What follows belongs to an exercise in optimizing a design on an open flow for small area; a production flow would make more cautious choices.
No activity file was given, so power comes from the tool's default toggle rates.

==> run a <==
## rgb565_to_ycbcr422
module rgb565_to_ycbcr422
(
    input   wire                    sys_clk         ,
    input   wire                    sys_rst_n       ,
    input   wire    [15:0]          rgb_data        ,
    output  reg     signed  [7:0]   img_out         ,
    output  wire    [1:0]           state           ,
    output  wire                    start_en
);
reg     [1:0]   k       ;
reg             run     ;    
reg     [15:0]  x_q     ;
reg     [7:0]   a_q     ;
wire            sel_y   = ~k[1];
wire            sel_c1  = k[1] & ~k[0];
wire            sel_c2  = k[1] & k[0];
wire    [7:0]   f_top   ;
wire t_0;
wire t_1;
wire t_2;
wire t_3;
wire t_4;
wire t_5;
wire t_6;
wire t_7;
wire t_8;
wire t_9;
wire t_10;
wire t_11;
wire t_12;
wire t_13;
wire t_14;
wire t_15;
wire t_16;
wire t_17;
wire t_18;
wire t_19;
wire t_20;
wire t_21;
wire t_22;
wire t_23;
wire t_24;
wire t_25;
wire t_26;
wire t_27;
wire t_28;
wire t_29;
wire t_30;
wire t_31;
wire t_32;
wire t_33;
wire t_34;
wire t_35;
wire t_36;
wire t_37;
wire t_38;
wire t_39;
wire t_40;
wire t_41;
wire t_42;
wire t_43;
wire t_44;
wire t_45;
wire t_46;
wire t_47;
wire t_48;
wire t_49;
wire t_50;
wire t_51;
wire t_52;
wire t_53;
wire t_54;
wire t_55;
wire t_56;
wire t_57;
wire t_58;
wire t_59;
wire t_60;
wire t_61;
wire t_62;
wire t_63;
wire t_64;
wire t_65;
wire t_66;
wire t_67;
wire t_68;
wire t_69;
wire t_70;
wire t_71;
wire t_72;
wire t_73;
wire t_74;
wire t_75;
wire t_76;
wire t_77;
wire t_78;
wire t_79;
wire t_80;
wire t_81;
wire t_82;
wire t_83;
wire t_84;
wire t_85;
wire t_86;
wire t_87;
wire t_88;
wire t_89;
wire t_90;
wire t_91;
wire t_92;
wire t_93;
wire t_94;
wire t_95;
wire t_96;
wire t_97;
wire t_98;
wire t_99;
wire t_100;
wire t_101;
  ...
export LEC_CHECK = 0
export CAP_MARGIN = 20
export CORE_MARGIN = 2
export CORE_UTILIZATION = 40
export SLEW_MARGIN = 20
export SYNTH_HIERARCHICAL = 1
create_clock -name core_clock -period 5.0 [get_ports {sys_clk}]
standard.sh (not shown) runs the stock make flow with config.mk's settings and CLKGATE_MAP_FILE= SYNTH_SCRIPT=/design/flow/synth_recipe.tcl, a recipe that flattens the netlist after the stock synthesis.
==> flow/flow/run.sh <==
#!/bin/bash
# Standard layout, with the smallest buffer cell on the ports and a clock
# tree without dummy balancing loads.
set -euo pipefail
export BUFFER_PORTS_ARGS="-buffer_cell sky130_fd_sc_hd__buf_1"
export CTS_ARGS="-sink_clustering_enable -repair_clock_nets -dont_use_dummy_load -buf_list sky130_fd_sc_hd__clkbuf_4 -root_buf sky130_fd_sc_hd__clkbuf_4"
bash standard.sh > standard_flow.log 2>&1
==> run b (differences from run a) <==
--- a/flow/design.v
+++ b/flow/design.v
@@ -296,14 +296,19 @@
 wire t_278;
 wire t_279;
 wire t_280;
 wire t_281;
 wire t_282;
 wire t_283;
 wire t_284;
+wire t_285;
+wire t_286;
+wire t_287;
+wire t_288;
+wire t_289;
 assign t_0 = (x_q[11] & (sel_y | sel_c1));
 assign t_1 = (x_q[11] ? (sel_y) : (sel_c1));
 assign t_2 = (x_q[11] & (sel_y));
 assign t_3 = (x_q[11] & (sel_y));
 assign t_4 = (x_q[11] & (sel_y | sel_c1));
 assign t_5 = (x_q[11] ? (sel_c2) : (sel_c1));
 assign t_6 = (x_q[12] & (sel_y | sel_c1));
@@ -397,19 +402,19 @@
 csa_fa u_t_97 (.a(t_37), .b(t_61), .c(t_72), .s(t_97), .co(t_98));
 csa_fa u_t_99 (.a(t_92), .b(t_95), .c(t_97), .s(t_99), .co(t_100));
 csa_fa u_t_101 (.a(t_7), .b(t_67), .c(t_96), .s(t_101), .co(t_102));
 csa_fa u_t_103 (.a(t_98), .b(t_100), .c(t_101), .s(t_103), .co(t_104));
 csa_fa u_t_105 (.a(t_2), .b(t_8), .c(t_13), .s(t_105), .co(t_106));
 csa_fa u_t_107 (.a(t_32), .b(t_38), .c(t_44), .s(t_107), .co(t_108));
 csa_fa u_t_109 (.a(t_73), .b(t_105), .c(t_107), .s(t_109), .co(t_110));
-csa_fa u_t_111 (.a(t_102), .b(t_109), .c(t_104), .s(t_111), .co(t_112));
+csa_ha u_t_111 (.a(t_102), .b(t_109), .s(t_111), .co(t_112));
 csa_fa u_t_113 (.a(t_3), .b(t_14), .c(t_39), .s(t_113), .co(t_114));
 csa_fa u_t_115 (.a(t_45), .b(t_48), .c(t_106), .s(t_115), .co(t_116));
 csa_fa u_t_117 (.a(t_108), .b(t_113), .c(t_110), .s(t_117), .co(t_118));
-csa_fa u_t_119 (.a(t_115), .b(t_117), .c(t_112), .s(t_119), .co(t_120));
+csa_fa u_t_119 (.a(t_115), .b(t_112), .c(t_117), .s(t_119), .co(t_120));
 csa_fa u_t_121 (.a(t_19), .b(t_33), .c(t_40), .s(t_121), .co(t_122));
 csa_fa u_t_123 (.a(t_49), .b(t_52), .c(t_62), .s(t_123), .co(t_124));
 csa_fa u_t_125 (.a(t_78), .b(t_114), .c(t_121), .s(t_125), .co(t_126));
 csa_fa u_t_127 (.a(t_123), .b(t_116), .c(t_125), .s(t_127), .co(t_128));
 csa_ha u_t_129 (.a(t_118), .b(t_127), .s(t_129), .co(t_130));
 assign t_131 = ~(x_q[11] ^ t_9);
 assign t_132 = x_q[11] | t_9;
@@ -432,15 +437,15 @@
 csa_fa u_t_165 (.a(t_25), .b(t_35), .c(t_42), .s(t_165), .co(t_166));
 csa_fa u_t_167 (.a(t_54), .b(t_70), .c(t_75), .s(t_167), .co(t_168));
 csa_fa u_t_169 (.a(t_80), .b(t_146), .c(t_148), .s(t_169), .co(t_170));
 csa_fa u_t_171 (.a(t_150), .b(t_152), .c(t_163), .s(t_171), .co(t_172));
 csa_fa u_t_173 (.a(t_165), .b(t_167), .c(t_154), .s(t_173), .co(t_174));
 csa_fa u_t_175 (.a(t_156), .b(t_169), .c(t_171), .s(t_175), .co(t_176));
 csa_fa u_t_177 (.a(t_158), .b(t_173), .c(t_175), .s(t_177), .co(t_178));
-csa_fa u_t_179 (.a(t_160), .b(t_177), .c(t_162), .s(t_179), .co(t_180));
+csa_ha u_t_179 (.a(t_160), .b(t_177), .s(t_179), .co(t_180));
 csa_fa u_t_181 (.a(x_q[8]), .b(t_5), .c(t_10), .s(t_181), .co(t_182));
 csa_fa u_t_183 (.a(t_17), .b(t_21), .c(t_43), .s(t_183), .co(t_184));
 csa_fa u_t_185 (.a(t_58), .b(t_65), .c(t_76), .s(t_185), .co(t_186));
 csa_fa u_t_187 (.a(t_81), .b(t_85), .c(t_164), .s(t_187), .co(t_188));
 csa_fa u_t_189 (.a(t_166), .b(t_168), .c(t_181), .s(t_189), .co(t_190));
 csa_fa u_t_191 (.a(t_183), .b(t_185), .c(t_170), .s(t_191), .co(t_192));
 csa_fa u_t_193 (.a(t_172), .b(t_187), .c(t_189), .s(t_193), .co(t_194));
@@ -465,52 +470,55 @@
 assign t_231 = ~(t_28 ^ t_59);
 assign t_232 = t_28 | t_59;
 csa_fa u_t_233 (.a(t_88), .b(t_224), .c(t_231), .s(t_233), .co(t_234));
 csa_fa u_t_235 (.a(t_226), .b(t_233), .c(t_228), .s(t_235), .co(t_236));
 assign t_237 = t_232 ^ t_234 ^ t_236;
 csa_ha u_t_238 (.a(t_91), .b(t_93), .s(t_238), .co(t_239));
 csa_ha u_t_240 (.a(t_94), .b(t_99), .s(t_240), .co(t_241));
-csa_ha u_t_242 (.a(t_129), .b(t_120), .s(t_242), .co(t_243));
-csa_ha u_t_244 (.a(t_197), .b(t_180), .s(t_244), .co(t_245));
-csa_ha u_t_246 (.a(t_198), .b(t_209), .s(t_246), .co(t_247));
-csa_ha u_t_248 (.a(t_210), .b(t_221), .s(t_248), .co(t_249));
-csa_ha u_t_250 (.a(t_222), .b(t_229), .s(t_250), .co(t_251));
-csa_ha u_t_252 (.a(t_235), .b(t_230), .s(t_252), .co(t_253));
-assign t_254 = t_241 | (t_240 & t_239);
-assign t_255 = t_103 & t_254;
-assign t_256 = t_111 & t_255;
-assign t_257 = t_119 & t_256;
-assign t_258 = t_243 | (t_242 & t_257);
-assign t_259 = t_143 & t_258;
-assign t_260 = t_161 & t_259;
-assign t_261 = t_244 & t_179;
-assign t_262 = t_249 | (t_248 & t_247);
-assign t_263 = t_248 & t_246;
-assign t_264 = t_253 | (t_252 & t_251);
-assign t_265 = t_252 & t_250;
-assign t_266 = t_179 & t_260;
-assign t_267 = t_245 | (t_261 & t_260);
-assign t_268 = t_251 | (t_250 & t_262);
-assign t_269 = t_250 & t_263;
-assign t_270 = t_264 | (t_265 & t_262);
-assign t_271 = t_265 & t_263;
-assign t_272 = t_247 | (t_246 & t_267);
-assign t_273 = t_262 | (t_263 & t_267);
-assign t_274 = t_268 | (t_269 & t_267);
-assign t_275 = t_270 | (t_271 & t_267);
-assign t_276 = t_237 & t_275;
-assign t_277 = t_161 ^ t_259;
-assign t_278 = t_179 ^ t_260;
-assign t_279 = t_244 ^ t_266;
-assign t_280 = t_246 ^ t_267;
-assign t_281 = t_248 ^ t_272;
-assign t_282 = t_250 ^ t_273;
-assign t_283 = t_252 ^ t_274;
-assign t_284 = t_237 ^ t_275;
-assign f_top = {t_284, t_283, t_282, t_281, t_280, t_279, t_278, t_277};
+csa_ha u_t_242 (.a(t_111), .b(t_104), .s(t_242), .co(t_243));
+csa_ha u_t_244 (.a(t_129), .b(t_120), .s(t_244), .co(t_245));
+csa_ha u_t_246 (.a(t_179), .b(t_162), .s(t_246), .co(t_247));
+csa_ha u_t_248 (.a(t_180), .b(t_197), .s(t_248), .co(t_249));
+csa_ha u_t_250 (.a(t_198), .b(t_209), .s(t_250), .co(t_251));
+csa_ha u_t_252 (.a(t_210), .b(t_221), .s(t_252), .co(t_253));
+csa_ha u_t_254 (.a(t_222), .b(t_229), .s(t_254), .co(t_255));
+csa_ha u_t_256 (.a(t_235), .b(t_230), .s(t_256), .co(t_257));
+assign t_258 = t_241 | (t_240 & t_239);
+assign t_259 = t_103 & t_258;
+assign t_260 = t_243 | (t_242 & t_259);
+assign t_261 = t_119 & t_260;
+assign t_262 = t_245 | (t_244 & t_261);
+assign t_263 = t_143 & t_262;
+assign t_264 = t_161 & t_263;
+assign t_265 = t_249 | (t_248 & t_247);
+assign t_266 = t_248 & t_246;
+assign t_267 = t_253 | (t_252 & t_251);
+assign t_268 = t_252 & t_250;
+assign t_269 = t_257 | (t_256 & t_255);
+assign t_270 = t_256 & t_254;
+assign t_271 = t_247 | (t_246 & t_264);
+assign t_272 = t_265 | (t_266 & t_264);
+assign t_273 = t_255 | (t_254 & t_267);
+assign t_274 = t_254 & t_268;
+assign t_275 = t_269 | (t_270 & t_267);
+assign t_276 = t_270 & t_268;
+assign t_277 = t_251 | (t_250 & t_272);
+assign t_278 = t_267 | (t_268 & t_272);
+assign t_279 = t_273 | (t_274 & t_272);
+assign t_280 = t_275 | (t_276 & t_272);
+assign t_281 = t_237 & t_280;
+assign t_282 = t_161 ^ t_263;
+assign t_283 = t_246 ^ t_264;
+assign t_284 = t_248 ^ t_271;
+assign t_285 = t_250 ^ t_272;
+assign t_286 = t_252 ^ t_277;
+assign t_287 = t_254 ^ t_278;
+assign t_288 = t_256 ^ t_279;
+assign t_289 = t_237 ^ t_280;
+assign f_top = {t_289, t_288, t_287, t_286, t_285, t_284, t_283, t_282};
 always @(posedge sys_clk) begin
     if (k != 2'd2)
         x_q <= rgb_data;
     a_q <= f_top;
 end
 always @(posedge sys_clk or negedge sys_rst_n)
     if (!sys_rst_n) begin
==> run summary <==
- Status: no timing/DRC/antenna violations
- Ratio of final minimum period to clock period: 94.6%
- Wl on met1: 2.73 mm
- P_comb: 0.781 mW
- Mapped Cells: 268
- Cell area after placement: 0.00361 mm2
- Routing usage on met1: 22.6%
- Data buffer area share: 4.46%
- Area contributors post-synth: fa_1 41%, edfxtp_1 14%, dfrtp_1 8.2%
- Fill count: 765
# the run above: run b

==> run summary <==
- Status: no timing/DRC/antenna violations
- Mapped Cells: 257
- Routing usage on met1: 22.3%
- Area contributors post-synth: fa_1 42%, edfxtp_1 15%, dfrtp_1 8.3%
- P_comb: 0.831 mW
# the run above: run a

No functional check of the RTL was part of any run of this note.

[afterwards: timing with drivers on the ports]
No port has a modelled driver above. Below, the same layouts with a new extraction and two added sets of constraints. Step 1, drivers: a clkbuf_16 drives sys_clk and a buf_2 each remaining input, both assumed. Step 2, shift: input delay + t, output delay - t, t = (earliest + latest rising clock arrival at the registers) / 2. This alone moves slack from input paths to output paths. a / b / c = ideal / step 1 / step 2; a / b = the first two.
run	shift t [ns]	slack for setup (ns)	clock arrival spread, ns	slew at the worst register clock pin (ns)
run a	0.358	0.178 / 0.178 / 0.178	0.023 / 0.022	0.11 / 0.11
run b	0.359	0.272 / 0.272 / 0.272	0.033 / 0.033	0.12 / 0.12
After both steps setup and hold are still met in every run listed.
